This is an optimization exercise on Yosys and OpenROAD, whose aim is small area, not a production implementation. RTL that was checked went through simulation tests only; none was proved equivalent to the original. Only the layout flow was run in run 5; the RTL was not checked for function there. No activity file was given, so power comes from the tool's default toggle rates.

## design/flow/flow/run.sh

```bash
#!/bin/bash
# Layout flow: the standard synthesis (standard.sh), then the
# combinational gates are mapped again by ABC with stronger area scripts
# (flow/pp.sh keeps every register and tie cell as it is and
# keeps a result only if yosys proves it equivalent), then the standard
# ORFS steps from floorplan to finish, with the port buffers made of
# sky130_fd_sc_hd__buf_1 and a clock tree of sky130_fd_sc_hd__clkbuf_8
# without dummy loads. Each tool's output goes to a log file here.
set -euo pipefail
W=$PWD
R=$W/orfs/results/sky130hd/NERP_demo_top/base
bash standard.sh $R/1_2_yosys.v > synth.log 2>&1
cp $R/1_2_yosys.v $W/synth_std.v
bash flow/pp.sh $W/synth_std.v $W/synth_pp.v $W/pp > pp.log 2>&1
cp $W/synth_pp.v $R/1_2_yosys.v
export CTS_ARGS="-sink_clustering_enable -repair_clock_nets -buf_list sky130_fd_sc_hd__clkbuf_8 -dont_use_dummy_load"
bash standard.sh BUFFER_PORTS_ARGS="-buffer_cell sky130_fd_sc_hd__buf_1" "CTS_ARGS=$CTS_ARGS" finish > layout.log 2>&1
```

## design/flow/flow/pp.sh

```bash
#!/bin/bash
# Re-optimise the combinational logic of a mapped netlist with ABC.
# usage: pp.sh in.v out.v workdir
# Registers and tie cells (and, for some scripts, full-adder cells) are
# kept as they are (same instance names and cell types); all other gates are flattened to logic and mapped again
# with several ABC scripts run side by side. The smallest result that
# yosys proves equivalent to the input is kept (else the input itself).
set -uo pipefail
IN=$1; OUT=$2; WD=$3
mkdir -p $WD
FH=${FLOW_HOME:-/OpenROAD-flow-scripts/flow}
YOSYS=${YOSYS_EXE:-$FH/../tools/install/yosys/bin/yosys}
LIB=$FH/platforms/sky130hd/lib/sky130_fd_sc_hd__tt_025C_1v80.lib
DU=""
for c in $(sed -n '/DONT_USE_CELLS/,/^$/p' $FH/platforms/sky130hd/config.mk | grep -o "sky130_fd_sc_hd__[a-z0-9_]*"); do DU="$DU -dont_use $c"; done
R="strash;dch,-f;amap"
D="&put;dch,-f;amap;$R;$R;$R;$R"
# each entry: which cells to keep besides registers and tie cells | ABC script
SCRIPTS=(
"|strash;&get,-n;&deepsyn,-T,60;$D"
"fa_|strash;&get,-n;&deepsyn,-T,60;$D"
"fa_|strash;&get,-n;&deepsyn,-T,60,-S,7;$D"
"|strash;&get,-n;&deepsyn,-T,60,-S,7;$D"
"|strash;&get,-n;&dch,-f;&nf,-R,1000;&put"
)
run_one() {
  local i=$1 K=${2%%|*} S=${2#*|}
  local KEEP=$(grep -o "sky130_fd_sc_hd__[a-z0-9_]*" $IN | sort -u | grep -E "__(df|edf|sdf|conb${K:+|$K})" | tr '\n' ' ')
  cat > $WD/pp$i.ys <<EOY
read_liberty -ignore_miss_func $LIB
setattr -mod -set keep_hierarchy 1 $KEEP
read_verilog $IN
hierarchy -top NERP_demo_top
flatten
opt_clean
abc -liberty $LIB $DU -script +$S
opt_clean -purge
splitnets
insbuf -buf sky130_fd_sc_hd__buf_1 A X
opt_clean -purge
hierarchy -top NERP_demo_top
blackbox $KEEP
tee -o $WD/stat$i.txt stat -liberty $LIB
write_verilog -noattr -nohex -nodec $WD/out$i.v
EOY
  rm -f $WD/out$i.v $WD/stat$i.txt
  timeout 600 $YOSYS -q -l $WD/pp$i.log $WD/pp$i.ys > /dev/null 2>&1 || { echo "script $i failed" > $WD/res$i; return; }
  local a=$(grep "Chip area" $WD/stat$i.txt | awk '{print $NF}')
  cat > $WD/eq$i.ys <<EOY
read_liberty -ignore_miss_func $LIB
read_verilog $IN
rename NERP_demo_top gold
read_verilog $WD/out$i.v
rename NERP_demo_top gate
hierarchy -check
flatten
opt_clean
equiv_make gold gate eq
hierarchy -top eq
equiv_simple -seq 2
equiv_induct -seq 2
equiv_status -assert
EOY
  if timeout 900 $YOSYS -q -l $WD/eq$i.log $WD/eq$i.ys > /dev/null 2>&1; then
    echo "$a $i equivalent" > $WD/res$i
  else
    echo "script $i: area $a, NOT proven equivalent" > $WD/res$i
  fi
}
i=0
for S in "${SCRIPTS[@]}"; do
  i=$((i+1))
  echo "script $i: $S"
  run_one $i "$S" &
done
wait
cat $WD/res*
best=$(cat $WD/res* | grep " equivalent$" | sort -g | head -1 | awk '{print $2}')
if [ -n "$best" ]; then cp $WD/out$best.v $OUT; echo "chose script $best"; else cp $IN $OUT; echo "kept input"; fi
```

## design/flow/standard.sh

```bash
#!/bin/bash
# synth_recipe.tcl (not shown) runs the flow's synth.tcl, then flattens the netlist and writes it again
# the make line also repeats each setting of config.mk as NAME=value (left out here)
make -C /OpenROAD-flow-scripts/flow DESIGN_CONFIG=/design/flow/config.mk WORK_HOME=/design/flow/orfs CLKGATE_MAP_FILE= SYNTH_SCRIPT=/design/flow/synth_recipe.tcl "${@:-finish}"
```

## design/flow/config.mk

```make
export PLATFORM = sky130hd
export DESIGN_NAME = NERP_demo_top
export DESIGN_NICKNAME = NERP_demo_top
export VERILOG_FILES = /design/flow/design.v
export SDC_FILE = /design/flow/constraint.sdc
export NUM_CORES = 4
export LEC_CHECK = 0
export CAP_MARGIN = 20
export CORE_MARGIN = 2
export CORE_UTILIZATION = 60
export CTS_BUF_LIST = sky130_fd_sc_hd__clkbuf_8
export SLEW_MARGIN = 20
```

## design/flow/constraint.sdc

```tcl
create_clock -name core_clock -period 10.0 [get_ports {clk}]
set_input_delay 2.0000 -clock core_clock [delete_from_list [all_inputs] [get_ports {clk}]]
set_output_delay 2.0000 -clock core_clock [all_outputs]
set_load 0.01 [all_outputs]
```

## design/flow/design.v

```verilog
`timescale 1ns / 1ps
module NERP_demo_top(
	input wire clk,			 
	input wire btns,			 
	input wire btnu,
	input wire btnd,
	output wire [7:0] seg,	 
	output wire [3:0] an,	 
	output wire dp,			 
	output wire [2:0] vgaRed,
	output wire [2:0] vgaGreen,
	output wire [2:1] vgaBlue,
	output wire Hsync,
	output wire Vsync
	);
function ltc;
	input [9:0] x;
	input [9:0] k;
	integer i;
	reg r;
	begin
		r = 1'b0;
		for (i = 0; i < 10; i = i + 1)
			r = k[i] ? (~x[i] | r) : (~x[i] & r);
		ltc = r;
	end
endfunction
function inr;
	input [9:0] x;
	input [9:0] lo;
	input [9:0] hi;
	begin
		inr = ~ltc(x, lo) & ltc(x, hi);
	end
endfunction
function [9:0] sub10;
	input [9:0] a;
	input [9:0] b;
	integer i;
	reg c;
	begin
		c = 1'b1;
		for (i = 0; i < 10; i = i + 1)
		begin
			sub10[i] = a[i] ^ ~b[i] ^ c;
			c = (a[i] & ~b[i]) | (a[i] & c) | (~b[i] & c);
		end
	end
endfunction
function [9:0] add10;
	input [9:0] a;
	input [9:0] b;
	integer i;
	reg c;
	begin
		c = 1'b0;
		for (i = 0; i < 10; i = i + 1)
		begin
			add10[i] = a[i] ^ b[i] ^ c;
			c = (a[i] & b[i]) | (a[i] & c) | (b[i] & c);
		end
	end
endfunction
function [9:0] step10;
	input [9:0] x;
	input en;
	input dn;
	integer i;
	reg t;
	begin
		t = en;
		for (i = 0; i < 10; i = i + 1)
		begin
			step10[i] = x[i] ^ t;
			t = t & (x[i] ^ dn);
		end
	end
endfunction
wire rst = btns;
reg [1:0] ph;		 
reg [3:0] qh;		 
reg [9:0] hc;		 
reg [9:0] vc;		 
wire h0 = (hc[4:0] == 5'd0);
wire dclk = ~ph[1] & ph[0];
wire tick = ph[1] & ph[0] & h0;		 
wire pre = ph[1] & ~ph[0] & h0;		 
wire sp3 = tick & ~qh[0];
wire sp2 = tick & ~qh[1] & qh[0];
wire sp1 = tick & ~qh[2] & qh[1] & qh[0];
wire sp0 = tick & ~qh[3] & qh[2] & qh[1] & qh[0];
wire hend = hc[9] & hc[8] & (hc[4:0] == 5'd31);	 
wire vend = vc[9] & vc[3];				 
always @(posedge clk)
begin
	ph <= rst ? 2'b00 : {ph[1] ^ ph[0], ~ph[0]};
	qh <= rst ? 4'd0 : step10({6'd0, qh}, tick, 1'b0);
	hc <= (rst | (dclk & hend)) ? 10'd0 : step10(hc, dclk, 1'b0);
	vc <= (rst | (dclk & hend & vend)) ? 10'd0 : step10(vc, dclk & hend, 1'b0);
end
reg st;
always @(posedge clk)
	st <= ~rst & (st | tick);
wire [1:0] sidx = {qh[2] ^ ~(qh[1] | qh[0]), ~(qh[1] ^ qh[0])};
reg [6:0] seg_r;
reg [3:0] an_r;
always @(*)
begin
	case (sidx)
		2'd0: begin seg_r = 7'b0001100; an_r = 4'b0111; end
		2'd1: begin seg_r = 7'b1000000; an_r = 4'b1011; end
		2'd2: begin seg_r = 7'b1001000; an_r = 4'b1101; end
		default: begin seg_r = 7'b0010000; an_r = 4'b1110; end
	endcase
	if (!st)
	begin
		seg_r = 7'b1111111;
		an_r = 4'b1111;
	end
end
assign seg = {1'b1, seg_r};
assign an = an_r;
assign dp = 1'b1;
reg [3:0] ls;		 
reg [3:0] rs;		 
reg [9:0] bxm;		 
reg [8:0] by;		 
reg [2:0] rise;		 
reg runn;			 
reg [8:0] lp;		 
reg [8:0] rp;		 
reg below;			 
wire lvl2 = rs[3] | (rs[2] & rs[1]);			 
wire lvl1 = rs[3] | rs[2] | (rs[1] & rs[0]);	 
wire bclk = lvl2 ? sp3 : lvl1 ? sp2 : sp1;
wire eclk = lvl2 ? sp3 : lvl1 ? sp1 : sp0;
wire restart = (ls[3] & ls[1]) | (rs[3] & rs[1]);	 
wire nearl = ltc(bxm, 10'd211);		 
wire nearr = ~ltc(bxm, 10'd710);	 
wire win = ph[1] & h0;
wire usel = pre | (tick ? nearl : ~hc[9]);
wire [9:0] sa = win ? {1'b0, by} : vc;
wire [8:0] sb = usel ? lp : rp;
wire [9:0] d = sub10(sa, {1'b0, sb});
wire dpos = ~d[9];
wire din = dpos & ltc({1'b0, d[8:0]}, 10'd100);
wire yin = ~ltc({1'b0, by}, 10'd87) & ltc({1'b0, by}, 10'd456);
wire xge199 = ~ltc(bxm, 10'd195);	 
wire xlt729 = ltc(bxm, 10'd725);	 
wire xin = ~ltc(bxm, 10'd196) & xlt729;	 
wire hit = ~restart & xin & yin & (nearl | nearr) & din;
wire [9:0] dz = {1'b0, d[8:0]};
wire [2:0] zone = ltc(dz, 10'd20) ? 3'b110 :
		ltc(dz, 10'd40) ? 3'b111 :
		ltc(dz, 10'd60) ? 3'b000 :
		ltc(dz, 10'd80) ? 3'b001 : 3'b010;
wire bounce = ~restart & ~yin & xge199 & xlt729;
wire fly = ~restart & xin & yin;
wire scl = ~restart & yin & ~xlt729;
wire scr = ~restart & yin & ltc(bxm, 10'd196);
wire [2:0] rise_n = hit ? zone : bounce ? (3'd0 - rise) : rise;
wire runn_n = hit ? ~runn : runn;
wire bld = rst | (bclk & (restart | scl | scr));
wire bstep = ~rst & bclk & (restart | fly | bounce);
wire [9:0] bx0 = bld ? 10'd460 : bxm;
wire [8:0] by0 = bld ? 9'd271 : by;
wire [2:0] dy = bstep ? rise_n : 3'd0;
always @(posedge clk)
begin
	bxm <= step10(bx0, bstep, runn_n);
	by <= add10({1'b0, by0}, {{7{dy[2]}}, dy});
	if (rst | (bclk & restart))
	begin
		ls <= 0;
		rs <= 0;
	end
	else
	begin
		ls <= step10({6'd0, ls}, bclk & scl, 1'b0);
		rs <= step10({6'd0, rs}, bclk & scr, 1'b0);
	end
	if (rst)
	begin
		rise <= 3'd1;
		runn <= 1'b1;
	end
	else if (bclk & (scl | scr))
	begin
		rise <= 3'd0;
		runn <= scl;
	end
	else if (bstep)
	begin
		rise <= rise_n;
		runn <= runn_n;
	end
end
wire rpl = rst | (sp2 & restart);
wire [8:0] rp0 = rpl ? 9'd171 : rp;
wire upok = btnu & (rp0 != 9'd80);
wire rdec = upok & ~btnd;
wire rinc = ~upok & btnd & (rp0 != 9'd361);
always @(posedge clk)
	rp <= step10({1'b0, rp0}, ~rst & sp2 & (rinc | rdec), rdec);
always @(posedge clk)
	if (pre)
		below <= restart ? ~ltc({1'b0, by}, 10'd222) : (dpos & ~ltc({1'b0, d[8:0]}, 10'd51));
wire lpl = rst | (eclk & restart);
wire [8:0] lp0 = lpl ? 9'd171 : lp;
wire lmove = ~rst & eclk & runn & (below ? (lp0 != 9'd360) : (lp0 != 9'd81));
always @(posedge clk)
	lp <= step10({1'b0, lp0}, lmove, ~below);
assign Hsync = ~ltc(hc, 10'd96);
assign Vsync = ~ltc(vc, 10'd2);
wire vwall = inr(vc, 10'd71, 10'd471);
wire hwall = inr(vc, 10'd71, 10'd81) | inr(vc, 10'd461, 10'd471);
wire wall = (vwall & (inr(hc, 10'd184, 10'd194) | inr(hc, 10'd734, 10'd744)))
		| (hwall & inr(hc, 10'd194, 10'd734));
wire lbar = din & inr(hc, 10'd194, 10'd209);
wire rbar = din & inr(hc, 10'd719, 10'd734);
wire drow = inr(vc, 10'd39, 10'd69);
wire [9:0] bxs = drow ? (hc[9] ? 10'd530 : 10'd374) : bxm;
wire [8:0] bys = drow ? 9'd39 : by;
wire [9:0] dbx = sub10(hc, bxs);
wire [9:0] dby = sub10({1'b0, vc[8:0]}, {1'b0, bys});
wire ball = ~drow &
		((dby[8:3] == 6'b111111 && dby[2]) || (dby[8:3] == 6'd0 && ltc({7'd0, dby[2:0]}, 10'd6))) &&
		(dbx[9:4] == 6'd0) && ltc({6'd0, dbx[3:0]}, 10'd10);
function [6:0] sevenseg;
	input [3:0] s;
	begin
		sevenseg[6] = s[3] | s[1] | ~(s[2] ^ s[0]);
		sevenseg[5] = ~(s[2] & (s[1] ^ s[0]));
		sevenseg[4] = s[3] | s[2] | ~s[1] | s[0];
		sevenseg[3] = s[3] | ~((~s[1] & (s[2] ^ s[0])) | (s[2] & s[1] & s[0]));
		sevenseg[2] = ~s[0] & ~(s[2] & ~s[1]) & ~(s[3] & s[1]);
		sevenseg[1] = s[3] | (~s[1] & ~s[0]) | (s[2] & ~(s[1] & s[0]));
		sevenseg[0] = s[3] | (s[2] ^ s[1]) | (s[1] & ~s[0]);
	end
endfunction
wire [6:0] sg = sevenseg(hc[9] ? rs : ls);
wire [9:0] dr5 = {5'd0, dby[4:0]};	 
wire r_a = ltc(dr5, 10'd6);			 
wire r_g = inr(dr5, 10'd12, 10'd18);	 
wire r_d = ~ltc(dr5, 10'd24);			 
wire r_u = ltc(dr5, 10'd18);			 
wire r_l = ~ltc(dr5, 10'd12);			 
wire [9:0] dc5 = {5'd0, dbx[4:0]};
wire cin = (dbx[9:5] == 5'd0);
wire c_l = cin & ltc(dc5, 10'd6);
wire c_m = cin & inr(dc5, 10'd6, 10'd19);
wire c_r = cin & inr(dc5, 10'd19, 10'd25);
wire digit = drow & ((r_a & c_m & sg[6]) | (r_u & c_r & sg[5]) | (r_u & c_l & sg[1]) |
		(r_g & c_m & sg[0]) | (r_l & c_r & sg[4]) | (r_l & c_l & sg[2]) |
		(r_d & c_m & sg[3]));
wire white = wall | digit;
wire any = white | lbar | rbar | ball;
wire rhi = white | lbar | (ball & ~rbar);
wire ghi = white | rbar | (ball & ~lbar);
wire bhi = white | (ball & ~lbar & ~rbar);
assign vgaRed = {rhi, rhi, any};
assign vgaGreen = {ghi, ghi, any};
assign vgaBlue = {bhi, any};
endmodule
```

==> impl_results.md, run 1 <==
- Status: timing/DRC/antenna clean
- Hold_buf cts: 0
- TritonCTS clock tree: done
- Average size of a mapped cell: 6.32 um2
- Netlist Area Pre-Place: 5150 um2
- Power share of the combinational group: 0.093
- Antenna Cells: 0
- Post-CTS sizing: 0
- Layout area overhead: 6.55%
- Cell Rows: 33
- Syn. warnings: 1
- Hold depth: 1
- Sequential share of power: 0.569
- Largest net degree at the start of global routing: 18
- Drt wl/cell: 15.5 um
- Worst r2r src: hc[1]
- WP data arrival: 6.86 ns
- Worst r2r dst: by[8]
- Final setup viols: 0
- Worst Tran Pin Value: 1.01 ns
- Initial Util: 0.624
- Count of pins over their slew limit: 0
- Layout cells sized above 1: 0.0130
- Root buffer selected by CTS: clkbuf_8
- Crit-path max FO: 13
- Bufs on Longest Clock Path: 2
- Drt pass-1 iters: 5
- Critical Path Sink Type: output port
- PwrDens: ~100 nW/um2
- Final hold vios: 0
- Setup repair after global routing missed its margin: false
- Final setup TNS: 0 ns
- Core area: about 8300 um2
- Tcrit/Tclk final: 0.886
- Clock-pin transition on the worst setup and hold timing paths: 0.07 ns
- CP startpoint kind: register
- Internal Pwr Total: 404 uW
- CP delay by family, top: simple AND/OR/NAND/NOR gates
- CP Data Required Time: 8.00 ns
- Total gr overflow: 0
- Vias: between 5000 and 6000
- Vias in the first global route: 5222
- Critical path's largest stage delay: 0.58 ns
- Switch share: 0.263
- Die area: approximately 9300 um2
- Final WL: 14800 um
- TritonCTS buffer count: 9
- Hold crit path type: register to register
- DRT antenna net count: 0
- Reg2Reg Setup Slack: 1.91 ns
- Vias/cell: ~6.3
- GPL Wtd Cong: 0.934
- Post-route DRC violation count: 0
- Net Sw Power: 144 uW
- Die Height: 96.7 um
- Num ports: 27
- Max-Cap Viols: 0
- Die X: between 90 and 100 um
- Post-layout net count: 851
- Antenna violations before repair: 0
- Final period demand of the worst path: between 8 and 9 ns
- CTS Sinks: 77
- H-tree Lvls: 3
- Worst relative slew slack: 0.317
- Worst Path Buf+Inv: 4
- Peak supply drop: 53.6 uV
- P_leak: about 1.8 nW
- Hold-critical path endpoint: ph[0]
- Fillcell total: 757
- Worst skew pair latency: 0.36 ns
- Post-CTS Setup Inserts: 0
- First-pass GRT wire length: ~24000 um
- IO buf count: 24
- Post-DP HPWL: 11400 um
- Achievable Freq: about 110 MHz
- Slowest stage cell, crit path: o22ai_1
- Reg2reg path depth: 42
- Setup CP Type: register to output port
- Final Util: 0.665
- Clock power share: 0.338
- Clock skew: 0.0286 ns
- Mapped Cells: 816
- Total track usage: 0.309
- Hold path start: ph[0]
- Initial DRC count: 396
## worst max path at each step
stage | start | end | slack, ns | cells after the start
global route | hc[1] | vgaGreen[0] | 0.41 | 34
floorplan | hc[1] | vgaGreen[0] | 2.54 | 33
finish | hc[1] | vgaGreen[0] | 1.14 | 34
global placement | hc[1] | vgaRed[0] | 2.13 | 34
CTS | hc[1] | vgaGreen[0] | 1.29 | 34
detailed placement | hc[1] | vgaGreen[0] | 1.70 | 34
## metrics by stage
stage | setup WS [ns] | power, mW | hold slack (ns) | instances | instance area, um2
2_1_floorplan | 2.54 | 0.356 | 0.417 | 817 | 5160
3_3_place_gp | 2.13 | 0.366 | 0.428 | 941 | 5370
3_5_place_dp | 1.70 | 0.368 | 0.444 | 941 | 5370
4_1_cts | 1.29 | 0.548 | 0.460 | 950 | 5490
5_1_grt | 0.408 | 0.570 | 0.480 | 950 | 5490
6_report | 1.14 | 0.548 | 0.462 | 950 | 5490
## cells in the final DEF (no fill, tap or decap), types with 2 or more instances in the layout
master       n
or3_1        8
clkinv_1   107
o32ai_1      4
a41oi_1      2
nor2_1     197
and3_1       2
a221oi_1     3
a211oi_1    22
o2111ai_1    2
nand2_1     81
o21ai_0     70
o211ai_1     4
a21boi_0     2
o21bai_1     2
nor4_1      11
buf_4        2
o31ai_1      2
nand4_1      4
o22ai_1     36
dfxtp_1     76
nor3_1      31
a2111oi_0    2
nand3_1     11
o311ai_0     2
conb_1       2
or2_0        7
a22oi_1      8
o221ai_1    10
nor2b_1      7
a32oi_1      2
a21o_1       3
a31oi_1     12
a21oi_1     53
buf_1       24
o21a_1       8
clkbuf_8     9
o32a_1       3
## power by group through the flow
stage | Combinational [mW] | Sequential (mW) | Clock (mW)
3_3_place_gp | 0.0475 | 0.319 | 0
3_5_place_dp | 0.0490 | 0.319 | 0
2_1_floorplan | 0.0375 | 0.318 | 0
5_1_grt | 0.0567 | 0.312 | 0.201
4_1_cts | 0.0494 | 0.312 | 0.187
6_report | 0.0508 | 0.312 | 0.185
## metal layers
metal	up-vias	track usage	wire length, um
li1	2968	-	-
met1	2674	0.412	6540
met2	271	0.513	6810
met3	28	0.0462	1090
met4	0	0.103	318
met5	-	0	0
## sequential cells by signal, summed over array words and instances (netlist names)
register  flops
vc           10
hc           10
qh            4
st            1
rp            9
rs            4
bxm          10
below         1
by            9
ph            2
lp            9
rise          3
runn          1
ls            4
## area by class of cell
type,instances,area [um2],area share
Clock buffer,9,124,0.0226
Inverter,107,402,0.0731
Timing Repair Buffer,26,105,0.0191
Multi-Input combinational cell,626,3180,0.579
Tap cell,105,131,0.0239
Sequential cell,77,1550,0.282
==> inputs of run 2 (changes only) <==
--- a/design/flow/design.v
+++ b/design/flow/design.v
@@ -149,7 +149,7 @@
 wire xlt729 = ltc(bxm, 10'd725);	 
 wire xin = ~ltc(bxm, 10'd196) & xlt729;	 
 wire hit = ~restart & xin & yin & (nearl | nearr) & din;
-wire [9:0] dz = {1'b0, d[8:0]};
+wire [9:0] dz = {3'b0, d[6:0]};	 
 wire [2:0] zone = ltc(dz, 10'd20) ? 3'b110 :
 		ltc(dz, 10'd40) ? 3'b111 :
 		ltc(dz, 10'd60) ? 3'b000 :
@@ -197,9 +197,9 @@
 end
 wire rpl = rst | (sp2 & restart);
 wire [8:0] rp0 = rpl ? 9'd171 : rp;
-wire upok = btnu & (rp0 != 9'd80);
+wire upok = btnu & ~(~rp0[8] & ~rp0[7] & ~rp0[5] & ~rp0[3] & ~rp0[2] & ~rp0[1] & ~rp0[0]);
 wire rdec = upok & ~btnd;
-wire rinc = ~upok & btnd & (rp0 != 9'd361);
+wire rinc = ~upok & btnd & ~(rp0[8] & rp0[6] & rp0[5] & rp0[3] & rp0[0]);
 always @(posedge clk)
 	rp <= step10({1'b0, rp0}, ~rst & sp2 & (rinc | rdec), rdec);
 always @(posedge clk)
@@ -207,7 +207,8 @@
 		below <= restart ? ~ltc({1'b0, by}, 10'd222) : (dpos & ~ltc({1'b0, d[8:0]}, 10'd51));
 wire lpl = rst | (eclk & restart);
 wire [8:0] lp0 = lpl ? 9'd171 : lp;
-wire lmove = ~rst & eclk & runn & (below ? (lp0 != 9'd360) : (lp0 != 9'd81));
+wire lmove = ~rst & eclk & runn & (below ? ~(lp0[8] & lp0[6] & lp0[5] & lp0[3]) :
+		~(~lp0[8] & ~lp0[7] & ~lp0[5] & ~lp0[3] & ~lp0[2] & ~lp0[1]));
 always @(posedge clk)
 	lp <= step10({1'b0, lp0}, lmove, ~below);
 assign Hsync = ~ltc(hc, 10'd96);
==> design/flow/flow/run.sh (replaced) <==
#!/bin/bash
# Layout flow: the standard synthesis (standard.sh), then the
# combinational gates are mapped again by ABC with stronger area scripts
# (flow/pp.sh keeps every register and tie cell as it is and
# keeps a result only if yosys proves it equivalent), then the standard
# ORFS steps from floorplan to finish, with the port buffers made of
# sky130_fd_sc_hd__buf_1 and a clock tree of sky130_fd_sc_hd__clkbuf_4 (root clkbuf_8)
# without dummy loads. Each tool's output goes to a log file here.
set -euo pipefail
W=$PWD
R=$W/orfs/results/sky130hd/NERP_demo_top/base
bash standard.sh $R/1_2_yosys.v > synth.log 2>&1
cp $R/1_2_yosys.v $W/synth_std.v
bash flow/pp.sh $W/synth_std.v $W/synth_pp.v $W/pp > pp.log 2>&1
cp $W/synth_pp.v $R/1_2_yosys.v
export CTS_ARGS="-sink_clustering_enable -sink_clustering_size 80 -sink_clustering_max_diameter 1000 -repair_clock_nets -buf_list sky130_fd_sc_hd__clkbuf_16 -root_buf sky130_fd_sc_hd__clkbuf_16 -dont_use_dummy_load"
bash standard.sh BUFFER_PORTS_ARGS="-buffer_cell sky130_fd_sc_hd__buf_1" "CTS_ARGS=$CTS_ARGS" finish > layout.log 2>&1
--- a/design/flow/flow/pp.sh
+++ b/design/flow/flow/pp.sh
@@ -21,6 +21,8 @@
 "fa_|strash;&get,-n;&deepsyn,-T,60;$D"
 "fa_|strash;&get,-n;&deepsyn,-T,60,-S,7;$D"
 "|strash;&get,-n;&deepsyn,-T,60,-S,7;$D"
+"fa_|strash;&get,-n;&deepsyn,-T,60,-S,13;$D"
+"fa_|strash;&get,-n;&deepsyn,-T,60,-S,21;$D"
 "|strash;&get,-n;&dch,-f;&nf,-R,1000;&put"
 )
 run_one() {
--- a/design/flow/config.mk
+++ b/design/flow/config.mk
@@ -7,6 +7,6 @@
 export LEC_CHECK = 0
 export CAP_MARGIN = 20
 export CORE_MARGIN = 2
-export CORE_UTILIZATION = 60
+export CORE_UTILIZATION = 75
 export CTS_BUF_LIST = sky130_fd_sc_hd__clkbuf_8
 export SLEW_MARGIN = 20
==> impl_results.md, run 2 <==
- Layout area overhead: 9.09%
- Post-DP HPWL: 10600 um (-6.5%)
- PwrDens: 113 nW/um2 (+13%)
- DRT antenna net count: 0 (unchanged)
- Initial DRC count: 724 (+83%)
- Peak supply drop: 112 uV (+110%)
- First-pass GRT wire length: 23000 um (-4.5%)
- Status: timing/DRC/antenna clean
- WP data arrival: 9.64 ns (+2.78 ns)
- Final hold vios: 0 (unchanged)
- Vias/cell: 6.60 (+5.6%)
- Initial Util: 0.764 (+0.140)
- Slowest stage cell, crit path: fa_1
- Total track usage: 0.393 (+0.0843)
- Most common cell after layout, fill and taps aside: nor2_1
- Worst Tran Pin Value: 0.949 ns (-0.0640 ns)
- Cell Rows: 30 (-9.1%)
- Largest net degree at the start of global routing: 16 (-2)
- Post-layout instance area: 5570 um2 (+1.4%)
- Drt wl/cell: 17.3 um (+11%)
- Setup CP Type: register to register
- Worst Path Buf+Inv: 6 (+2)
- Worst skew pair latency: 0.34 ns (-0.02 ns)
- Hold_buf cts: 0 (unchanged)
- Final WL: 14300 um (-2.8%)
- P_leak: 1.84 nW (+1.5%)
- Fillcell total: 456 (-40%)
- Bufs on Longest Clock Path: 2 (unchanged)
- Hold slack: 0.443 ns (-0.0190 ns)
- IO buf count: 24 (unchanged)
- CP most frequent cell: fa_1
- Count of pins over their slew limit: 0 (unchanged)
- CTS Sinks: 77 (unchanged)
- Most frequent cells in the layout: nor2_1 (145), clkinv_1 (122), dfxtp_1 (76)
- Grt met2 use: 0.619 (+0.106)
- Clock-pin transition on the worst setup and hold timing paths: 0.06 ns (about the same)
- Hold crit path type: register to register
- Core area: 6680 um2 (-19%)
- Post-DP Area: 5290 um2 (-1.5%)
- Most used routing layer: met2
- Clock skew: 0.0112 ns (-0.0174 ns)
- Die X: 86.5 um (-11%)
- Routing usage on met1: 0.515 (+0.103)
- Final setup viols: 0 (unchanged)
- CP Data Required Time: 10.22 ns (+2.22 ns)
- Antenna Cells: 0 (unchanged)
- Average size of a mapped cell: 7.13 um2 (+13%)
- Placed cells: 816 (-13%)
- Antenna violations before repair: 0 (unchanged)
- Mapped Cells: 716 (-12%)
- Largest registers: bxm: 10 flops, hc: 10 flops, vc: 10 flops
- Post-layout net count: 785 (-7.8%)
- Tcrit/Tclk final: 0.942 (+0.0556)
- Final period demand of the worst path: 9.42 ns (+0.556 ns)
- Syn. warnings: 1 (unchanged)
- Vias in the first global route: 4975 (-4.7%)
- Crit-path max FO: 9 (-4)
- CP delay by family, top: adder cells
- CP startpoint kind: register
- TritonCTS clock tree: done
- Max-Cap Viols: 0 (unchanged)
- Post-route DRC violation count: 0 (unchanged)
- Total gr overflow: 0 (unchanged)
- Drt pass-1 iters: 7 (+2)
- Root buffer selected by CTS: clkbuf_16
- Critical path's largest stage delay: 0.41 ns (-0.17 ns)
- Die Height: 86.5 um (-11%)
- Critical Path Sink Type: register
- H-tree Lvls: 3 (unchanged)
- Layout cells sized above 1: 0.0254 (+0.0123)
- TritonCTS buffer count: 9 (unchanged)
- Netlist Area Pre-Place: 5100 um2 (-0.97%)
- Finished Layout Cells: 829 (-13%)
- Vias: 5474 (-7.9%)
- Die area: 7480 um2 (-20%)
- Achievable Freq: 106 MHz (-5.9%)
- Worst relative slew slack: 0.365 (+0.0475)
- GPL Wtd Cong: 1.01 (+8.5%)
- Routing usage on met3: 0.114 (+0.0680)
- Num ports: 27 (unchanged)
[run 2: cell count changes in the layout (fill, tap and decap cells not counted), moves of 5 or more]
cell	previous run	this run
nor2_1	197	145
fa_1	0	30
nand2_1	81	56
o21ai_0	70	48
a21oi_1	53	38
clkinv_1	107	122
o22ai_1	36	25
clkbuf_16	0	9
clkbuf_8	9	0
or3_1	8	3
[run 2: final timing paths]
kind	start	end	slack [ns]	cells past startpoint
worst max-delay path	bxm[7]	by[8]	0.58	42
worst min-delay path	ph[0]	ph[0]	0.44	1
worst max register to register	bxm[7]	by[8]	0.58	42
worst min register to register	ph[0]	ph[0]	0.44	1
[run 2: where the power goes]
group / leakage [nW] / internal, mW / switching (mW)
combinational: 1.11 / 0.0126 / 0.0285
sequential: 0.623 / 0.310 / 0.00247
clock: 0.111 / 0.158 / 0.117
[run 2: final cells by class]
cell class | count | area, um2 | area share
clock buffer | 9 | 225 | 0.0404
inverter | 123 | 465 | 0.0836
multi-input combinational | 510 | 3090 | 0.556
sequential | 77 | 1550 | 0.279
tap | 80 | 100 | 0.0180
timing repair buffer | 30 | 133 | 0.0238
[run 2: stage by stage]
| stage | TNS, ns | total power, mW | setup slack, ns | utilization |
|---|---|---|---|---|
| final | 0 | 0.628 | 0.583 | 0.834 |
| after global routing | -0.00779 | 0.645 | -0.00779 | 0.834 |
| after CTS | 0 | 0.622 | 0.0193 | 0.826 |
| after detailed placement | -0.152 | 0.356 | -0.152 | 0.791 |
| after global placement | 0 | 0.355 | 0.574 | 0.791 |
| after floorplan | 0 | 0.345 | 1.04 | - |
[run 2: metal layers]
metal	up-vias	wire length [um]	part of all wire
met5	-	0	0
li1	2539	-	-
met2	395	6440	0.45
met1	2452	5600	0.39
met4	0	623	0.043
met3	88	1680	0.12
[run 2: timing repair]
item,4_1_cts,5_1_grt
endpoints found under the hold margin,0,0
setup buffers,0,4
gates resized for setup,1,4
endpoints found under the setup margin,2,9
pin swaps,0,2
==> inputs of run 3 (changes only) <==
--- a/design/flow/flow/run.sh
+++ b/design/flow/flow/run.sh
@@ -13,5 +13,5 @@
 cp $R/1_2_yosys.v $W/synth_std.v
 bash flow/pp.sh $W/synth_std.v $W/synth_pp.v $W/pp > pp.log 2>&1
 cp $W/synth_pp.v $R/1_2_yosys.v
-export CTS_ARGS="-sink_clustering_enable -sink_clustering_size 80 -sink_clustering_max_diameter 1000 -repair_clock_nets -buf_list sky130_fd_sc_hd__clkbuf_16 -root_buf sky130_fd_sc_hd__clkbuf_16 -dont_use_dummy_load"
+export CTS_ARGS="-sink_clustering_enable -repair_clock_nets -buf_list sky130_fd_sc_hd__clkbuf_4 -root_buf sky130_fd_sc_hd__clkbuf_8 -dont_use_dummy_load"
 bash standard.sh BUFFER_PORTS_ARGS="-buffer_cell sky130_fd_sc_hd__buf_1" "CTS_ARGS=$CTS_ARGS" finish > layout.log 2>&1
--- a/design/flow/flow/pp.sh
+++ b/design/flow/flow/pp.sh
@@ -21,8 +21,6 @@
 "fa_|strash;&get,-n;&deepsyn,-T,60;$D"
 "fa_|strash;&get,-n;&deepsyn,-T,60,-S,7;$D"
 "|strash;&get,-n;&deepsyn,-T,60,-S,7;$D"
-"fa_|strash;&get,-n;&deepsyn,-T,60,-S,13;$D"
-"fa_|strash;&get,-n;&deepsyn,-T,60,-S,21;$D"
 "|strash;&get,-n;&dch,-f;&nf,-R,1000;&put"
 )
 run_one() {
==> impl_results.md, run 3 <==
- Setup ws final: 0.560 ns (-0.0224 ns)
- Reg2Reg Setup Slack: 0.61 ns (+0.03 ns)
- Net Sw Power: 135 uW (-8.7%)
- Num ports: 27 (unchanged)
- Worst skew pair latency: 0.36 ns (+0.02 ns)
- Vias in the first global route: 4841 (-2.7%)
- H-tree Lvls: 3 (unchanged)
- Crit-path max FO: 10 (+1)
- Internal Pwr Total: 402 uW (-16%)
- P_leak: 1.79 nW (-3.0%)
- Core area: 6680 um2 (unchanged)
- Most frequent cells in the layout: nor2_1 (145), clkinv_1 (122), dfxtp_1 (76)
- Cell Rows: 30 (unchanged)
- GPL Wtd Cong: 1.01 (unchanged)
- TritonCTS clock tree: done
- CP most frequent cell: fa_1
- Vias: 5402 (-1.3%)
- Post-layout net count: 783 (-0.25%)
- Final WL: 13900 um (-3.4%)
- Sequential share of power: 0.580 (+0.083)
- Critical path destination: vgaBlue[1]
- Count of pins over their slew limit: 0 (unchanged)
- Total track usage: 0.382 (-0.0110)
- Worst r2r dst: by[8]
- Post-DP HPWL: 10600 um (unchanged)
- TritonCTS buffer count: 9 (unchanged)
- Most common cell after layout, fill and taps aside: nor2_1
- Layout area overhead: 6.86%
- Mapped Cells: 716 (unchanged)
- Power share of the combinational group: 0.075 (+0.010)
- Initial DRC count: 611 (-16%)
- Worst relative slew slack: 0.389 (+0.0237)
- Netlist Area Pre-Place: 5100 um2 (unchanged)
- Antenna violations before repair: 0 (unchanged)
- Bufs on Longest Clock Path: 2 (unchanged)
- Clock skew: 0.0163 ns (+0.00513 ns)
- Post-layout instance area: 5460 um2 (-2.0%)
- Max-Cap Viols: 0 (unchanged)
- Status: timing/DRC/antenna clean
- Die area: 7480 um2 (unchanged)
- WP data arrival: 7.44 ns (-2.20 ns)
- Worst r2r src: bxm[7]
- Total gr overflow: 0 (unchanged)
- CP delay by family, top: adder cells
- Critical path's largest stage delay: 0.58 ns (+0.17 ns)
- First-pass GRT wire length: 22400 um (-2.9%)
- Root buffer selected by CTS: clkbuf_8
- Achievable Freq: 106 MHz (-0.24%)
- Slowest stage cell, crit path: nor4_1
- Setup CP Type: register to output port
- Worst Tran Pin Value: 0.914 ns (-0.0355 ns)
- DRT antenna net count: 0 (unchanged)
- CP startpoint kind: register
- Tcrit/Tclk final: 0.944 (+0.00224)
- Pre-CTS setup slack: -0.152 ns (unchanged)
- WP depth: 29 (-31%)
- Syn. warnings: 1 (unchanged)
- Hold crit path type: register to register
- Drt wl/cell: 16.8 um (-3.2%)
- Critical Path Sink Type: output port
- Layout cells sized above 1: 0.0228 (-0.00261)
- Drt pass-1 iters: 8 (+1)
- Die X: 86.5 um (unchanged)
- Worst Setup SP: bxm[7]
- Initial Util: 0.764 (unchanged)
- CTS Sinks: 77 (unchanged)
- Clock power share: 0.345 (-0.092)
- Die Height: 86.5 um (unchanged)
- Vias/cell: 6.53 (-1.1%)
- Reg2reg path depth: 42 (unchanged)
- Clock-pin transition on the worst setup and hold timing paths: 0.08 ns (+0.02 ns)
- Largest net degree at the start of global routing: 16 (unchanged)
- Largest registers: bxm: 10 flops, hc: 10 flops, vc: 10 flops
- Peak supply drop: 105 uV (-6.0%)
- Average size of a mapped cell: 7.13 um2 (unchanged)
- IO buf count: 24 (unchanged)
- Hold_buf cts: 0 (unchanged)
- Final period demand of the worst path: 9.44 ns (+0.0224 ns)
- CP Data Required Time: 8.00 ns (-2.22 ns)
- Post-DP Area: 5290 um2 (unchanged)
- Final setup viols: 0 (unchanged)
- Post-route DRC violation count: 0 (unchanged)
- Final hold vios: 0 (unchanged)
- PwrDens: 98.5 nW/um2 (-13%)
- Worst Path Buf+Inv: 6 (unchanged)
- Antenna Cells: 0 (unchanged)
- Switch share: 0.251 (+0.0160)
[run 3: how the worst min path moves through the flow]
stage / startpoint / end / slack (ns) / cells after the start
after floorplan: ph[0] / ph[0] / 0.40 / 1
after global placement: ph[0] / ph[0] / 0.42 / 1
after detailed placement: ph[0] / ph[0] / 0.43 / 1
after CTS: ph[0] / ph[0] / 0.45 / 1
after global routing: ph[0] / ph[0] / 0.47 / 1
final: ph[0] / ph[0] / 0.45 / 1
[run 3: routing by layer]
metal | wire [um] | GRT usage
met1 | 5570 | 0.504
met3 | 1500 | 0.112
met4 | 510 | 0.125
met5 | 0 | 0
met2 | 6280 | 0.606
[run 3: repair_timing]
item,in CTS,in global routing
setup buffers,0,2
gates resized for setup,1,4
setup endpoints to repair,2,10
pin swaps,0,1
[run 3: cell type report]
class / instances / area [um2]
clock buffer: 9 / 124
fill: 479 / 1230
inverter: 123 / 465
multi-input combinational: 510 / 3090
sequential: 77 / 1550
tap: 80 / 100
timing repair buffer: 28 / 120
[run 3: through the flow]
stage | instances | hold slack [ns] | TNS (ns) | util | power, mW
CTS | 825 | 0.446 | 0 | 0.811 | 0.532
finish | 827 | 0.447 | 0 | 0.816 | 0.537
floorplan | 717 | 0.402 | 0 | - | 0.345
global route | 827 | 0.473 | -0.0379 | 0.816 | 0.556
detailed placement | 816 | 0.435 | -0.152 | 0.791 | 0.356
global placement | 816 | 0.417 | 0 | 0.791 | 0.355
[run 3: power groups by stage]
stage | clock [mW] | combinational, mW | sequential, mW
2_1_floorplan | 0 | 0.0273 | 0.318
3_3_place_gp | 0 | 0.0361 | 0.318
3_5_place_dp | 0 | 0.0379 | 0.319
4_1_cts | 0.182 | 0.0384 | 0.312
5_1_grt | 0.199 | 0.0447 | 0.312
6_report | 0.185 | 0.0404 | 0.312
==> inputs of run 4 (changes only) <==
--- a/design/flow/design.v
+++ b/design/flow/design.v
@@ -123,12 +123,16 @@
 assign dp = 1'b1;
 reg [3:0] ls;		 
 reg [3:0] rs;		 
-reg [9:0] bxm;		 
-reg [8:0] by;		 
+reg [9:0] bxm_n;		 
+wire [9:0] bxm = ~bxm_n;
+reg [8:0] by_n;		 
+wire [8:0] by = ~by_n;
 reg [2:0] rise;		 
 reg runn;			 
-reg [8:0] lp;		 
-reg [8:0] rp;		 
+reg [8:0] lp_n;		 
+wire [8:0] lp = ~lp_n;
+reg [8:0] rp_n;		 
+wire [8:0] rp = ~rp_n;
 reg below;			 
 wire lvl2 = rs[3] | (rs[2] & rs[1]);			 
 wire lvl1 = rs[3] | rs[2] | (rs[1] & rs[0]);	 
@@ -167,8 +171,8 @@
 wire [2:0] dy = bstep ? rise_n : 3'd0;
 always @(posedge clk)
 begin
-	bxm <= step10(bx0, bstep, runn_n);
-	by <= add10({1'b0, by0}, {{7{dy[2]}}, dy});
+	bxm_n <= ~(step10(bx0, bstep, runn_n));
+	by_n <= ~(add10({1'b0, by0}, {{7{dy[2]}}, dy}));
 	if (rst | (bclk & restart))
 	begin
 		ls <= 0;
@@ -201,7 +205,7 @@
 wire rdec = upok & ~btnd;
 wire rinc = ~upok & btnd & ~(rp0[8] & rp0[6] & rp0[5] & rp0[3] & rp0[0]);
 always @(posedge clk)
-	rp <= step10({1'b0, rp0}, ~rst & sp2 & (rinc | rdec), rdec);
+	rp_n <= ~(step10({1'b0, rp0}, ~rst & sp2 & (rinc | rdec), rdec));
 always @(posedge clk)
 	if (pre)
 		below <= restart ? ~ltc({1'b0, by}, 10'd222) : (dpos & ~ltc({1'b0, d[8:0]}, 10'd51));
@@ -210,7 +214,7 @@
 wire lmove = ~rst & eclk & runn & (below ? ~(lp0[8] & lp0[6] & lp0[5] & lp0[3]) :
 		~(~lp0[8] & ~lp0[7] & ~lp0[5] & ~lp0[3] & ~lp0[2] & ~lp0[1]));
 always @(posedge clk)
-	lp <= step10({1'b0, lp0}, lmove, ~below);
+	lp_n <= ~(step10({1'b0, lp0}, lmove, ~below));
 assign Hsync = ~ltc(hc, 10'd96);
 assign Vsync = ~ltc(vc, 10'd2);
 wire vwall = inr(vc, 10'd71, 10'd471);
--- a/design/flow/flow/pp.sh
+++ b/design/flow/flow/pp.sh
@@ -21,6 +21,8 @@
 "fa_|strash;&get,-n;&deepsyn,-T,60;$D"
 "fa_|strash;&get,-n;&deepsyn,-T,60,-S,7;$D"
 "|strash;&get,-n;&deepsyn,-T,60,-S,7;$D"
+"fa_|strash;&get,-n;&deepsyn,-T,60,-S,13;$D"
+"fa_|strash;&get,-n;&deepsyn,-T,60,-S,21;$D"
 "|strash;&get,-n;&dch,-f;&nf,-R,1000;&put"
 )
 run_one() {
==> impl_results.md, run 4 <==
- Hold slack: 0.464 ns (+0.0175 ns)
- Post-layout net count: 778 (-0.64%)
- Critical path's largest stage delay: 0.45 ns (-0.13 ns)
- GPL Wtd Cong: 0.984 (-2.8%)
- Clock power share: 0.341 (-0.004)
- Layout cells sized above 1: 0.0189 (-0.00389)
- Clock skew: 0.0163 ns (-0.0000185 ns)
- Critical Path Sink Type: output port
- Setup CP Type: register to output port
- Drt pass-1 iters: 6 (-2)
- Most frequent cells in the layout: nor2_1 (146), clkinv_1 (111), dfxtp_1 (76)
- Crit-path max FO: 15 (+5)
- Final hold vios: 0 (unchanged)
- Antenna violations before repair: 0 (unchanged)
- Syn. warnings: 1 (unchanged)
- Net Sw Power: 134 uW (-0.69%)
- IO buf count: 24 (unchanged)
- Initial Util: 0.786 (+0.0219)
- Post-DP HPWL: 10300 um (-3.0%)
- Netlist Area Pre-Place: 5080 um2 (-0.56%)
- P_leak: 1.76 nW (-1.4%)
- Final setup viols: 0 (unchanged)
- Antenna Cells: 0 (unchanged)
- CP most frequent cell: fa_1
- Num ports: 27 (unchanged)
- Status: timing/DRC/antenna clean
- H-tree Lvls: 3 (unchanged)
- Most common cell after layout, fill and taps aside: nor2_1
- TritonCTS clock tree: done
- Clock-pin transition on the worst setup and hold timing paths: 0.07 ns (about the same)
- Power share of the combinational group: 0.077 (+0.002)
- Post-layout instance area: 5390 um2 (-1.1%)
- CTS Sinks: 77 (unchanged)
- Final WL: 13600 um (-2.0%)
- Vias/cell: 6.57 (+0.60%)
- Die area: 7440 um2 (-0.53%)
- Total gr overflow: 0 (unchanged)
- Final setup TNS: 0 ns (unchanged)
- Average size of a mapped cell: 7.13 um2 (about the same)
- Setup repair after global routing missed its margin: false
- Post-DP Area: 5260 um2 (-0.62%)
- Drt wl/cell: 16.6 um (-1.0%)
- Placed cells: 809 (-0.86%)
- Worst skew pair latency: 0.36 ns (about the same)
- Post-route DRC violation count: 0 (unchanged)
- Switch share: 0.250 (-0.00131)
- CP Data Required Time: 8.00 ns (about the same)
- Root buffer selected by CTS: clkbuf_8
- Final period demand of the worst path: 9.56 ns (+0.122 ns)
- Achievable Freq: 105 MHz (-1.3%)
- Peak supply drop: 98.1 uV (-6.9%)
- Cell Rows: 29 (-3.3%)
- Vias in the first global route: 4944 (+2.1%)
- Final Util: 0.835 (+0.0187)
- Tcrit/Tclk final: 0.956 (+0.0122)
- Hold crit path type: register to register
- CP startpoint kind: register
- Vias: 5382 (-0.37%)
- Slowest stage cell, crit path: dfxtp_1
- WP data arrival: 7.56 ns (+0.12 ns)
- Hold_buf cts: 0 (unchanged)
- Total track usage: 0.381 (-0.000721)
- Largest net degree at the start of global routing: 18 (+2)
- First-pass GRT wire length: 22400 um (+0.22%)
- Layout area overhead: 6.26%
- TritonCTS buffer count: 9 (unchanged)
- DRT antenna net count: 0 (unchanged)
- Initial DRC count: 651 (+6.5%)
- Mapped Cells: 712 (-0.56%)
- Fillcell total: 440 (-8.1%)
- Worst relative slew slack: 0.392 (+0.00379)
- Finished Layout Cells: 819 (-0.97%)
- Core area: 6460 um2 (-3.3%)
- Internal Pwr Total: 402 uW (about the same)
- Sequential share of power: 0.582 (+0.002)
- Bufs on Longest Clock Path: 2 (unchanged)
- Die Height: 86.3 um (-0.27%)
- Count of pins over their slew limit: 0 (unchanged)
- Max-Cap Viols: 0 (unchanged)
- PwrDens: 99.4 nW/um2 (+0.96%)
- Worst Tran Pin Value: 0.902 ns (-0.0118 ns)
- Largest registers: bxm_n: 10 flops, hc: 10 flops, vc: 10 flops
- Die X: 86.3 um (-0.27%)
## run 4: power by group through the flow
stage	logic, mW	registers, mW	clock network, mW
6_report	0.0412	0.312	0.183
5_1_grt	0.0455	0.312	0.193
4_1_cts	0.0391	0.312	0.181
3_5_place_dp	0.0387	0.319	0
3_3_place_gp	0.0372	0.319	0
2_1_floorplan	0.0282	0.318	0
## run 4: per-layer routing
metal	global-route usage	vias to the layer above	share of wire	wire [um]
met5	0	-	0	0
met4	0.128	0	0.035	469
met3	0.0990	60	0.10	1420
met2	0.611	346	0.45	6100
met1	0.506	2457	0.41	5590
li1	-	2519	-	-
## run 4: cell type report
class	instances	area [um2]	area share
sequential	77	1550	0.288
inverter	112	424	0.0786
clock buffer	9	124	0.0230
tap	77	96.3	0.0179
multi-input combinational	517	3090	0.572
timing repair buffer	27	110	0.0204
## run 4: worst paths after layout
check / start / to / slack (ns) / cells after the start
max: hc[3] / vgaRed[0] / 0.44 / 29
min reg2reg: ph[0] / ph[0] / 0.46 / 1
min: ph[0] / ph[0] / 0.46 / 1
max reg2reg: hc[3] / by_n[8] / 0.73 / 41
## run 4: repair_timing
item / in CTS / in global routing
endpoints found under the setup margin: 0 / 6
setup buffers: 0 / 0
resized for setup: 0 / 2
## run 4: through the flow
| step | power [mW] | setup WS, ns |
|---|---|---|
| floorplan | 0.346 | 1.54 |
| global placement | 0.356 | 1.31 |
| detailed placement | 0.358 | 0.870 |
| CTS | 0.532 | 0.512 |
| global route | 0.550 | 0.0578 |
| finish | 0.536 | 0.439 |
## run 4: worst max-delay path: cells and delay by family (launching register included)
| family | cells | cell delay, ns |
|---|---|---|
| and+or+nand+nor | 11 | 2.53 |
| AOI/OAI and AO/OA | 5 | 0.93 |
| DFF | 1 | 0.45 |
| buffers and inverters | 5 | 0.83 |
| adders and majority gates | 8 | 2.49 |
==> inputs of run 5 (changes only) <==
--- a/design/flow/design.v
+++ b/design/flow/design.v
@@ -123,16 +123,13 @@
 assign dp = 1'b1;
 reg [3:0] ls;		 
 reg [3:0] rs;		 
-reg [9:0] bxm_n;		 
-wire [9:0] bxm = ~bxm_n;
-reg [8:0] by_n;		 
-wire [8:0] by = ~by_n;
-reg [2:0] rise;		 
+reg [9:0] bxm;		 
+reg [8:0] by;		 
+reg rneg;			 
+reg [1:0] rmag;		 
 reg runn;			 
-reg [8:0] lp_n;		 
-wire [8:0] lp = ~lp_n;
-reg [8:0] rp_n;		 
-wire [8:0] rp = ~rp_n;
+reg [8:0] lp;		 
+reg [8:0] rp;		 
 reg below;			 
 wire lvl2 = rs[3] | (rs[2] & rs[1]);			 
 wire lvl1 = rs[3] | rs[2] | (rs[1] & rs[0]);	 
@@ -154,25 +151,33 @@
 wire xin = ~ltc(bxm, 10'd196) & xlt729;	 
 wire hit = ~restart & xin & yin & (nearl | nearr) & din;
 wire [9:0] dz = {3'b0, d[6:0]};	 
-wire [2:0] zone = ltc(dz, 10'd20) ? 3'b110 :
-		ltc(dz, 10'd40) ? 3'b111 :
-		ltc(dz, 10'd60) ? 3'b000 :
-		ltc(dz, 10'd80) ? 3'b001 : 3'b010;
+wire zneg = ltc(dz, 10'd40);
+wire [1:0] zmag = ltc(dz, 10'd20) ? 2'd2 :
+		ltc(dz, 10'd40) ? 2'd1 :
+		ltc(dz, 10'd60) ? 2'd0 :
+		ltc(dz, 10'd80) ? 2'd1 : 2'd2;
 wire bounce = ~restart & ~yin & xge199 & xlt729;
 wire fly = ~restart & xin & yin;
 wire scl = ~restart & yin & ~xlt729;
 wire scr = ~restart & yin & ltc(bxm, 10'd196);
-wire [2:0] rise_n = hit ? zone : bounce ? (3'd0 - rise) : rise;
+wire rneg_n = hit ? zneg : (bounce ^ rneg);
+wire [1:0] rmag_n = hit ? zmag : rmag;
 wire runn_n = hit ? ~runn : runn;
 wire bld = rst | (bclk & (restart | scl | scr));
 wire bstep = ~rst & bclk & (restart | fly | bounce);
 wire [9:0] bx0 = bld ? 10'd460 : bxm;
 wire [8:0] by0 = bld ? 9'd271 : by;
-wire [2:0] dy = bstep ? rise_n : 3'd0;
+wire [9:0] dyc;
+assign dyc[0] = bstep & rmag_n[0];
+assign dyc[1] = (bstep & rmag_n[1]) | (dyc[0] & (by0[0] ^ rneg_n));
+genvar yi;
+generate for (yi = 1; yi < 9; yi = yi + 1) begin : ych
+	assign dyc[yi+1] = dyc[yi] & (by0[yi] ^ rneg_n);
+end endgenerate
 always @(posedge clk)
 begin
-	bxm_n <= ~(step10(bx0, bstep, runn_n));
-	by_n <= ~(add10({1'b0, by0}, {{7{dy[2]}}, dy}));
+	bxm <= step10(bx0, bstep, runn_n);
+	by <= by0 ^ dyc[8:0];
 	if (rst | (bclk & restart))
 	begin
 		ls <= 0;
@@ -185,17 +190,20 @@
 	end
 	if (rst)
 	begin
-		rise <= 3'd1;
+		rneg <= 1'b0;
+		rmag <= 2'd1;
 		runn <= 1'b1;
 	end
 	else if (bclk & (scl | scr))
 	begin
-		rise <= 3'd0;
+		rneg <= 1'b0;
+		rmag <= 2'd0;
 		runn <= scl;
 	end
 	else if (bstep)
 	begin
-		rise <= rise_n;
+		rneg <= rneg_n;
+		rmag <= rmag_n;
 		runn <= runn_n;
 	end
 end
@@ -205,7 +213,7 @@
 wire rdec = upok & ~btnd;
 wire rinc = ~upok & btnd & ~(rp0[8] & rp0[6] & rp0[5] & rp0[3] & rp0[0]);
 always @(posedge clk)
-	rp_n <= ~(step10({1'b0, rp0}, ~rst & sp2 & (rinc | rdec), rdec));
+	rp <= step10({1'b0, rp0}, ~rst & sp2 & (rinc | rdec), rdec);
 always @(posedge clk)
 	if (pre)
 		below <= restart ? ~ltc({1'b0, by}, 10'd222) : (dpos & ~ltc({1'b0, d[8:0]}, 10'd51));
@@ -214,7 +222,7 @@
 wire lmove = ~rst & eclk & runn & (below ? ~(lp0[8] & lp0[6] & lp0[5] & lp0[3]) :
 		~(~lp0[8] & ~lp0[7] & ~lp0[5] & ~lp0[3] & ~lp0[2] & ~lp0[1]));
 always @(posedge clk)
-	lp_n <= ~(step10({1'b0, lp0}, lmove, ~below));
+	lp <= step10({1'b0, lp0}, lmove, ~below);
 assign Hsync = ~ltc(hc, 10'd96);
 assign Vsync = ~ltc(vc, 10'd2);
 wire vwall = inr(vc, 10'd71, 10'd471);
==> impl_results.md, run 5 <==
- Die Height: 86.4 um (+0.10%)
- Setup ws final: 0.381 ns (-0.0578 ns)
- Status: timing/DRC/antenna clean
- Achievable Freq: 104 MHz (-0.60%)
- Net Sw Power: 142 uW (+6.0%)
- Initial Util: 0.761 (-0.0245)
- PwrDens: 101 nW/um2 (+1.3%)
- Layout area overhead: 7.67%
- Clock skew: 0.0219 ns (+0.00562 ns)
- Total track usage: 0.370 (-0.0108)
- Max-Cap Viols: 0 (unchanged)
- Largest registers: bxm: 10 flops, hc: 10 flops, vc: 10 flops
- Setup repair after global routing missed its margin: false
- Initial DRC count: 438 (-33%)
- Count of pins over their slew limit: 0 (unchanged)
- Hold_buf cts: 0 (unchanged)
- Post-route DRC violation count: 0 (unchanged)
- Switch share: 0.258 (+0.00755)
- CP delay by family, top: simple AND/OR/NAND/NOR gates
- Die X: 86.4 um (+0.10%)
- Vias in the first global route: 4962 (+0.36%)
- Root buffer selected by CTS: clkbuf_8
- Cell Rows: 30 (+3.4%)
- Most common cell after layout, fill and taps aside: nor2_1
- Vias: 5376 (-0.11%)
- Average size of a mapped cell: 6.95 um2 (-2.5%)
- Post-DP HPWL: 10200 um (-0.85%)
- IO buf count: 24 (unchanged)
- Worst skew pair latency: 0.36 ns (about the same)
- Hold crit path type: register to register
- Die area: 7460 um2 (+0.21%)
- Final setup TNS: 0 ns (unchanged)
- Worst relative slew slack: 0.357 (-0.0350)
- Drt pass-1 iters: 6 (unchanged)
- Antenna violations before repair: 0 (unchanged)
- Netlist Area Pre-Place: 5090 um2 (+0.22%)
- Syn. warnings: 1 (unchanged)
- WP data arrival: 7.62 ns (+0.06 ns)
- Critical Path Sink Type: output port
- Vias/cell: 6.33 (-3.6%)
- Clock-pin transition on the worst setup and hold timing paths: 0.07 ns (about the same)
- P_leak: 1.83 nW (+3.6%)
- Sequential share of power: 0.568 (-0.014)
- CTS Sinks: 77 (unchanged)
- CP most frequent cell: fa_1
- First-pass GRT wire length: 22000 um (-2.0%)
- CP startpoint kind: register
- Power share of the combinational group: 0.097 (+0.020)
- H-tree Lvls: 3 (unchanged)
- Final setup viols: 0 (unchanged)
- CP Data Required Time: 8.00 ns (about the same)
- Tcrit/Tclk final: 0.962 (+0.00578)
- Post-layout net count: 798 (+2.6%)
- Bufs on Longest Clock Path: 2 (unchanged)
- Setup CP Type: register to output port
- Mapped Cells: 732 (+2.8%)
- Peak supply drop: 74.7 uV (-24%)
- Total gr overflow: 0 (unchanged)
- Drt wl/cell: 15.8 um (-5.0%)
- Critical path's largest stage delay: 0.56 ns (+0.11 ns)
- Hold slack: 0.476 ns (+0.0118 ns)
- GPL Wtd Cong: 1.00 (+1.9%)
- Layout cells sized above 1: 0.0286 (+0.00974)
- Clock power share: 0.335 (-0.006)
- Core area: 6680 um2 (+3.4%)
- Num ports: 27 (unchanged)
- Antenna Cells: 0 (unchanged)
- Most frequent cells in the layout: nor2_1 (155), clkinv_1 (116), dfxtp_1 (76)
- Worst Tran Pin Value: 0.954 ns (+0.0520 ns)
- TritonCTS clock tree: done
- Internal Pwr Total: 410 uW (+1.8%)
- Overall power: 552 uW (+2.9%)
- Pre-CTS setup slack: 0.490 ns (-0.380 ns)
- TritonCTS buffer count: 9 (unchanged)
- Slowest stage cell, crit path: or4_1
- Final hold vios: 0 (unchanged)
- Worst Path Buf+Inv: 6 (+1)
- Final period demand of the worst path: 9.62 ns (+0.0578 ns)
- Crit-path max FO: 12 (-3)
- Final WL: 13400 um (-1.5%)
- Largest net degree at the start of global routing: 20 (+2)
- DRT antenna net count: 0 (unchanged)
-- run 5: tightest hold or removal path, delay by kind of cell (launching register included) --
kind	cells	cell delay [ns]
simple gates	1	0.06
compound gates	1	0.06
flops	1	0.32
-- run 5: final cells by class --
cell class	count	area, um2
inverters	117	443
well taps	80	100
repair buffers	34	165
clock buffers	9	124
flip-flops and latches	77	1550
multi-input cells	532	3090
fillers	460	1200
-- run 5: repair_timing --
action / CTS / global route
resized for setup: 0 / 5
setup buffers: 0 / 4
endpoints found under the setup margin: 0 / 7
-- run 5: power groups by stage --
stage          clock, mW  combinational [mW]  sequential [mW]
2_1_floorplan          0              0.0362            0.319
3_3_place_gp           0              0.0472            0.320
3_5_place_dp           0              0.0487            0.320
4_1_cts            0.183              0.0491            0.313
5_1_grt            0.200              0.0582            0.313
6_report           0.185              0.0537            0.313
-- run 5: layer usage --
layer,up-vias,GRT usage,routed length (um)
met5,-,0,0
met4,0,0.153,470
met3,57,0.105,1160
met2,284,0.634,6530
met1,2411,0.436,5220
li1,2624,-,-
-- run 5: stage by stage --
stage / area [um2] / std cells / util
floorplan: 5090 / 733 / -
global placement: 5300 / 836 / 0.793
detailed placement: 5300 / 836 / 0.793
CTS: 5420 / 845 / 0.812
global route: 5480 / 849 / 0.820
finish: 5480 / 849 / 0.820
-- run 5: worst paths after layout --
check / from / end / slack, ns / cells after the start
worst min register to register: rmag[1] / rmag[1] / 0.48 / 2
worst max-delay path: hc[3] / vgaBlue[1] / 0.38 / 31
worst min-delay path: rmag[1] / rmag[1] / 0.48 / 2
worst max register to register: hc[3] / by[8] / 1.02 / 35

==> afterwards: timing with drivers on the ports <==
Ports are ideal in the flow. The routed layouts listed here were re-timed in OpenROAD. Step 1 (the two cells are an assumption about what drives the block):
set clk [get_ports {clk}]
set_driving_cell -lib_cell sky130_fd_sc_hd__clkbuf_16 $clk
set_driving_cell -lib_cell sky130_fd_sc_hd__buf_2 [delete_from_list [all_inputs] $clk]
Step 2 times the ports against the registers' clock, not the clock port: input delays grow and output delays shrink by t, the midpoint of the rising clock arrivals with the driver on. a / b / c = no drivers / after step 1 / after step 2; a / b = the first two.
run	t, ns	setup slack, ns	worst hold slack (ns)	slew at the worst register clock pin (ns)
run 1	0.380	1.139 / 1.104 / 1.484	0.462 / 0.462 / 0.462	0.09 / 0.09
run 2	0.371	0.583 / 0.557 / 0.583	0.443 / 0.443 / 0.443	0.06 / 0.06
run 3	0.387	0.560 / 0.526 / 0.610	0.447 / 0.447 / 0.447	0.08 / 0.08
run 4	0.382	0.439 / 0.405 / 0.733	0.464 / 0.464 / 0.464	0.08 / 0.08
run 5	0.381	0.381 / 0.349 / 0.730	0.476 / 0.476 / 0.476	0.08 / 0.08
After both steps setup and hold are still met in every run listed.
